Source: an optimization exercise on an open RTL-to-GDS flow (aim: small area). Production flows keep margins and buffers that such runs may drop.
RTL that was checked went through simulation tests only; none was proved equivalent to the original.
The flow treats the clock pin as an ideal source, which a real chip does not have.

==> inputs of run B <==
Design tri_mode_mac, start of the top module:
module tri_mode_mac (
  input  logic        clk,
  input  logic        reset,
  output logic [7:0]  rx_tdata,
  output logic        rx_tvalid,
  output logic        rx_tuser,
  output logic        rx_tlast,
  input  logic [7:0]  tx_tdata,
  input  logic        tx_tvalid,
  output logic        tx_tready,
  input  logic        tx_tuser,
  input  logic        tx_tlast,
  input  logic [1:0]  speed_mode,
  input  logic        mac_address_filter,
  input  logic [47:0] mac_address,
  input  logic        rx_clk_enable,
  output logic        tx_clk_enable,
  output logic [7:0]  gmii_txd,
  output logic        gmii_txen,
  output logic        gmii_txer,
  input  logic [7:0]  gmii_rxd,
  input  logic        gmii_rxdv,
  input  logic        gmii_rxer,
  output logic        mdc_o,
  input  logic        mdio_i,
  output logic        mdio_o,
  output logic        mdio_oe,
  input  logic        mdio_access_request,
  input  logic [1:0]  mdio_access_type,
  input  logic [4:0]  mdio_dev_type,
  input  logic [4:0]  mdio_phy_address,
  input  logic [15:0] mdio_write_data,
  output logic [15:0] mdio_read_data,
  output logic        mdio_access_complete,
  output logic        mdio_busy
  );
Settings: LEC_CHECK=0, CAP_MARGIN=20, CORE_MARGIN=2, CORE_UTILIZATION=75, SLEW_MARGIN=20; clock period 8.0 ns.
standard.sh (not shown) runs the stock make flow with config.mk's settings and CLKGATE_MAP_FILE= SYNTH_SCRIPT=/design/flow/synth_recipe.tcl, a recipe that flattens the netlist after the stock synthesis.
==> flow/flow/run.sh <==
#!/bin/bash
# ORFS layout with three changes from the standard one:
#  - synthesis is the standard synthesis script, except that ABC maps the
#    logic with an area-oriented script (flow/area.abc, &deepsyn), and the
#    adders (counters) are left to ABC instead of half-adder cells. It is run
#    with twelve random seeds, four at a time, and the smallest result is kept. The flip-flops
#    are mapped before ABC runs, so they are the standard synthesis's;
#  - port buffers use the smallest buffer cell;
#  - the clock tree uses small clock buffers and no dummy loads; after CTS,
#    flow/post_cts.tcl upsizes the clock buffers whose loads see a slow edge.
set -euo pipefail
WORK=$PWD
FLOW=$WORK/flow
SEEDS="1 2 3 4 5 6 7 8 9 10 11 12"

# synthesis script: ORFS's synth.tcl with ABC's script replaced
for s in $SEEDS; do
  sed "s/@SEED@/$s/" "$FLOW/area.abc" > "$WORK/area_$s.abc"
  sed '/^source .*synth_preamble.tcl/a set abc_args [lreplace $abc_args 1 1 '"$WORK/area_$s.abc"']' \
    "$FLOW_HOME/scripts/synth.tcl" > "$WORK/area_synth_$s.tcl"
  grep -q "area_$s.abc" "$WORK/area_synth_$s.tcl"
  { echo 'set ::env(ADDER_MAP_FILE) ""'
    sed "s#\$::env(SCRIPTS_DIR)/synth.tcl#$WORK/area_synth_$s.tcl#" "$WORK/synth_recipe.tcl"; } > "$WORK/area_synth_recipe_$s.tcl"
  grep -q "area_synth_$s.tcl" "$WORK/area_synth_recipe_$s.tcl"
done

n=0
for s in $SEEDS; do
  make -C "$FLOW_HOME" DESIGN_CONFIG="$WORK/config.mk" WORK_HOME="$WORK/orfs_seed$s" CLKGATE_MAP_FILE= \
    SYNTH_SCRIPT="$WORK/area_synth_recipe_$s.tcl" synth > "synth_seed$s.log" 2>&1 &
  n=$((n + 1))
  if (( n % 4 == 0 )); then wait; fi
done
wait

best=""; best_area=""
for s in $SEEDS; do
  stat="$WORK/orfs_seed$s/reports/$FLOW_PLATFORM/tri_mode_mac/base/synth_stat.txt"
  [[ -f "$WORK/orfs_seed$s/results/$FLOW_PLATFORM/tri_mode_mac/base/1_synth.odb" && -f "$stat" ]] || continue
  area=$(sed -nE "s/.*Chip area for module .*: ([0-9.]+).*/\1/p" "$stat" | head -1)
  echo "seed $s: synthesized area $area" | tee -a synth_choice.log
  if [[ -z "$best" ]] || awk -v a="$area" -v b="$best_area" 'BEGIN { exit !(a < b) }'; then
    best=$s; best_area=$area
  fi
done
[[ -n "$best" ]]
echo "kept seed $best" | tee -a synth_choice.log
mv "$WORK/orfs_seed$best" "$WORK/orfs"

export BUFFER_PORTS_ARGS="-buffer_cell sky130_fd_sc_hd__buf_1"
export CTS_ARGS="-sink_clustering_enable -repair_clock_nets -dont_use_dummy_load -root_buf sky130_fd_sc_hd__clkbuf_8 -buf_list {sky130_fd_sc_hd__clkbuf_4}"
export POST_CTS_TCL="$FLOW/post_cts.tcl"
bash standard.sh > flow.log 2>&1
==> flow/flow/area.abc <==
&get -n
&st
&deepsyn -T 30 -S @SEED@
&nf -R 1000 -p
&put
topo
dnsize -c
==> flow/flow/post_cts.tcl <==
# Runs at the end of ORFS's CTS step (POST_CTS_TCL). The clock tree is built
# from clkbuf_4 cells; here each clock buffer whose loads would see a clock
# edge slower than the limits below is swapped for a stronger one, the root
# first, and the placement is legalized again.
estimate_parasitics -placement

proc worst_load_slew { name } {
  set worst 0.0
  set net [get_nets -of_objects [get_pins $name/X]]
  foreach p [get_pins -of_objects $net -filter "direction==input"] {
    set s [get_property $p slew_max]
    if { $s > $worst } { set worst $s }
  }
  return $worst
}

set block [ord::get_db_block]
set root {}
set leaves {}
foreach inst [$block getInsts] {
  if { ![string match "sky130_fd_sc_hd__clkbuf_*" [[$inst getMaster] getName]] } { continue }
  set in_net [[$inst findITerm A] getNet]
  if { $in_net ne "NULL" && [$in_net getName] eq "clk" } {
    lappend root $inst
  } else {
    lappend leaves $inst
  }
}

set sizes {sky130_fd_sc_hd__clkbuf_4 sky130_fd_sc_hd__clkbuf_8 sky130_fd_sc_hd__clkbuf_16}
proc upsize { inst limit sizes } {
  set name [$inst getName]
  while { [worst_load_slew $name] > $limit } {
    set m [[$inst getMaster] getName]
    set i [lsearch $sizes $m]
    if { $i < 0 || $i + 1 >= [llength $sizes] } { break }
    set next [lindex $sizes [expr { $i + 1 }]]
    puts "post_cts: $name $m -> $next (load slew [worst_load_slew $name])"
    replace_cell $name $next
    estimate_parasitics -placement
  }
}

foreach inst $root { upsize $inst 0.25 $sizes }
foreach inst $leaves { upsize $inst 0.115 $sizes }

detailed_placement
check_placement -verbose
estimate_parasitics -placement
report_clock_skew
==> run Y: changes against run B <==
--- a/flow/design.v
+++ b/flow/design.v
@@ -24,50 +24,51 @@
   output logic        clk_enable,  
   output logic [7:0]  gmii_txd,    
   output logic        gmii_txen,   
   output logic        gmii_txer    
   );
   localparam logic [2:0] IDLE     = 3'd0,
                          PREAMBLE = 3'd1,
                          SFD      = 3'd2,
-                         DATA     = 3'd4,
-                         PAD      = 3'd5,
-                         FCS      = 3'd6,
-                         IFG      = 3'd7;
+                         DATA     = 3'd3,
+                         PAD      = 3'd4,
+                         FCS      = 3'd5,
+                         IFG      = 3'd6;
   logic [2:0]  state;
   logic [10:0] count;
   logic [31:0] crc;
   logic [31:0] crc_fb;
   logic [7:0]  fb;
   logic        accept;
   always_ff @(posedge clk) begin
     if (reset) begin
       clk_enable <= 1'b0;
     end else begin
       clk_enable <= speed_mode[1] | (div_u_last & (speed_mode[0] | div_last));
     end
   end
   assign tready = state == DATA && clk_enable;
-  assign gmii_txen = state != IDLE && (state != IFG || count[3:0] == 4'd0);
   assign accept = state == DATA && tvalid;
   always_ff @(posedge clk) begin
     if (reset) begin
       gmii_txd  <= 8'h00;
+      gmii_txen <= 1'b0;
       gmii_txer <= 1'b0;
     end else if (clk_enable) begin
       case (state)
         IDLE     : gmii_txd <= tvalid ? 8'h55 : 8'h00;
         PREAMBLE : gmii_txd <= 8'h55;
         SFD      : gmii_txd <= 8'hD5;
         DATA     : gmii_txd <= tvalid ? tdata : 8'h00;
         FCS      : gmii_txd <= ~{crc[24], crc[25], crc[26], crc[27],
                                  crc[28], crc[29], crc[30], crc[31]};
         default  : gmii_txd <= 8'h00;
       endcase
+      gmii_txen <= state == IDLE ? tvalid : state != IFG;
       gmii_txer <= accept & tuser;
     end
   end
   always_ff @(posedge clk) begin
     if (reset) begin
       state <= IDLE;
       count <= 11'd0;
     end else if (clk_enable) begin
@@ -134,19 +135,19 @@
                                  tdata[4], tdata[5], tdata[6], tdata[7]} : 8'h00);
     if (state == FCS) fb = 8'h00;
   end
   ethernet_crc32 ethernet_crc32_inst (
     .fb       (fb),
     .feedback (crc_fb)
   );
   always_ff @(posedge clk) begin
-    if (!state[2]) begin
+    if (state == IDLE) begin
       crc <= 32'hFFFFFFFF;
-    end else if (clk_enable) begin
+    end else if (clk_enable && (state == DATA || state == PAD || state == FCS)) begin
       crc <= {crc[23:0], 8'h00} ^ crc_fb;
     end
   end
 endmodule
 module ethernet_mac_decap (
   input  logic        clk,
   input  logic        reset,
   output logic [7:0]  tdata,
@@ -180,26 +181,22 @@
       3'd1    : mac_byte = mac_address[39:32];
       3'd2    : mac_byte = mac_address[31:24];
       3'd3    : mac_byte = mac_address[23:16];
       3'd4    : mac_byte = mac_address[15:8];
       default : mac_byte = mac_address[7:0];
     endcase
   end
   assign too_long = (count & 11'd1518) == 11'd1518;
-  logic [7:0] rxd_q;
-  logic       enable_q;
   always_ff @(posedge clk) begin
-    rxd_q    <= gmii_rxd;
-    enable_q <= clk_enable;
-    if (enable_q) begin
-      hold <= rxd_q;
+    if (clk_enable) begin
+      hold  <= gmii_rxd;
+      tdata <= hold;
     end
   end
-  assign tdata = hold;
   always_ff @(posedge clk) begin
     if (reset) begin
       tvalid <= 1'b0;
     end else begin
       tvalid <= clk_enable && state == DATA && count != 11'd0;
     end
   end
   assign tlast = state != DATA;
@@ -338,50 +335,48 @@
   input  logic [15:0] write_data,
   output logic [15:0] read_data,
   output logic        access_complete,
   output logic        busy
   );
   logic [6:0]  pos;
   logic        request_pending;
   logic        write_operation;
-  logic [1:0]  op;
-  logic [25:0] shreg;
+  logic [27:0] shreg;
   logic tick, sample, mdc_high;
   logic st_idle, st_done, active, accept;
   logic in_cmd, in_ta, in_data;
   assign tick     = div_t[2] & div_u[3] & div_u[0];                   
   assign sample   = div_t == 3'd1 && div_u == 4'd2;                    
   assign mdc_high = div_t[2] | (div_t[1] & (div_t[0] | div_u >= 4'd5));  
   assign st_idle = pos[6] & pos[0];
   assign st_done = pos[6] & ~pos[0];
   assign active  = ~pos[6];
   assign in_cmd  = pos[6:4] == 3'b010 && pos[3:1] != 3'b111;
   assign in_ta   = pos[6:1] == 6'b010111;
   assign in_data = pos[6:4] == 3'b011;
   assign accept  = ~request_pending & st_idle & access_request;
   assign busy      = request_pending;
   assign read_data = shreg[15:0];
-  assign write_operation = ~op[1];
   always_ff @(posedge clk) begin
     if (reset) begin
       request_pending <= 1'b0;
     end else if (st_done) begin
       request_pending <= 1'b0;
     end else if (accept) begin
       request_pending <= 1'b1;
     end
   end
   always_ff @(posedge clk) begin
     if (accept) begin
-      op    <= access_type;
-      shreg <= {phy_address, dev_type, write_data};
-    end else if ((tick & ((in_cmd & pos[3:2] != 2'b00) | (in_data & write_operation)))
+      write_operation <= ~access_type[1];
+      shreg <= {access_type, phy_address, dev_type, write_data};
+    end else if ((tick & ((in_cmd & pos[3:1] != 3'b000) | (in_data & write_operation)))
                | (sample & in_data & ~write_operation)) begin
-      shreg <= {shreg[24:0], mdio_i};
+      shreg <= {shreg[26:0], mdio_i};
     end
   end
   always_ff @(posedge clk) begin
     if (reset) begin
       pos <= 7'd65;
     end else if (tick) begin
       if (st_idle) begin
         if (request_pending) pos <= 7'd0;
@@ -390,19 +385,18 @@
       end
     end
   end
   always_ff @(posedge clk) begin
     access_complete <= st_done & tick;
     mdc_o           <= active & mdc_high;
     mdio_oe         <= active & (write_operation | ~(in_ta | in_data));
     mdio_o          <= (active & ~pos[5])
-                     | (in_cmd & pos[3:1] == 3'b001 & (pos[0] ? op[0] : op[1]))
-                     | (in_cmd & pos[3:2] != 2'b00 & shreg[25])
-                     | (write_operation & ((in_ta & ~pos[0]) | (in_data & shreg[25])));
+                     | (in_cmd & pos[3:1] != 3'b000 & shreg[27])
+                     | (write_operation & ((in_ta & ~pos[0]) | (in_data & shreg[27])));
   end
 endmodule
 module tri_mode_mac (
   input  logic        clk,
   input  logic        reset,
   output logic [7:0]  rx_tdata,
   output logic        rx_tvalid,
   output logic        rx_tuser,
==> flow/run.sh (new file) <==
#!/bin/bash
# synth_recipe.tcl (not shown) runs the flow's synth.tcl, then flattens the netlist and writes it again
# the make line also repeats each setting of config.mk as NAME=value (left out here)
make -C /OpenROAD-flow-scripts/flow DESIGN_CONFIG=/design/flow/config.mk WORK_HOME=/design/flow/orfs CLKGATE_MAP_FILE= SYNTH_SCRIPT=/design/flow/synth_recipe.tcl finish
CORE_UTILIZATION = 40   (was 75)
removed: flow/flow/run.sh
removed: flow/flow/area.abc
removed: flow/flow/post_cts.tcl
removed: flow/standard.sh
==> run H: changes against run B <==
CORE_UTILIZATION = 65   (was 75)
==> notes <==
- Routed wire length: run H < run B < run Y.
- Setup slack: run Y < run H < run B.
- In count of clock-buffer cells in the layout, run B and run Y do not differ.
- Sequential share of layout area: run Y < run H < run B.
Function not checked in run Y: the RTL went through the layout flow alone.

==> port drivers added, routing unchanged <==
In the flow no input, the clock included, has a driving cell. The finished layouts below were timed again as built, in two steps. Step 1 (the two cells are an assumption about what drives the block):
set clk [get_ports {clk}]
set_driving_cell -lib_cell sky130_fd_sc_hd__clkbuf_16 $clk
set_driving_cell -lib_cell sky130_fd_sc_hd__buf_2 [delete_from_list [all_inputs] $clk]
Step 2 adds t to the input delays and takes it off the output delays; t is the mean of the earliest and latest rising clock arrival at the registers after step 1. Input paths then give back, and output paths get back, about the clock's delay inside the block. Three values: ideal ports, drivers, drivers and shift; two values: the first two.
run | shift t [ns] | slack for setup (ns) | hold WS [ns] | worst setup path at the end | worst data-port slew with drivers (ns)
run B | 0.464 | 3.492 / 3.504 / 3.040 | 0.373 / 0.373 / 0.373 | input to register | 0.06
run Y | 0.485 | 3.452 / 3.425 / 3.425 | 0.422 / 0.422 / 0.422 | input to output | 0.06
run H | 0.451 | 3.475 / 3.489 / 3.038 | 0.407 / 0.407 / 0.407 | input to register | 0.06
After both steps every run listed still meets setup and hold. For run B, which loses most, drivers alone change the setup slack by +0.012 ns; drivers and shift together by -0.452 ns.
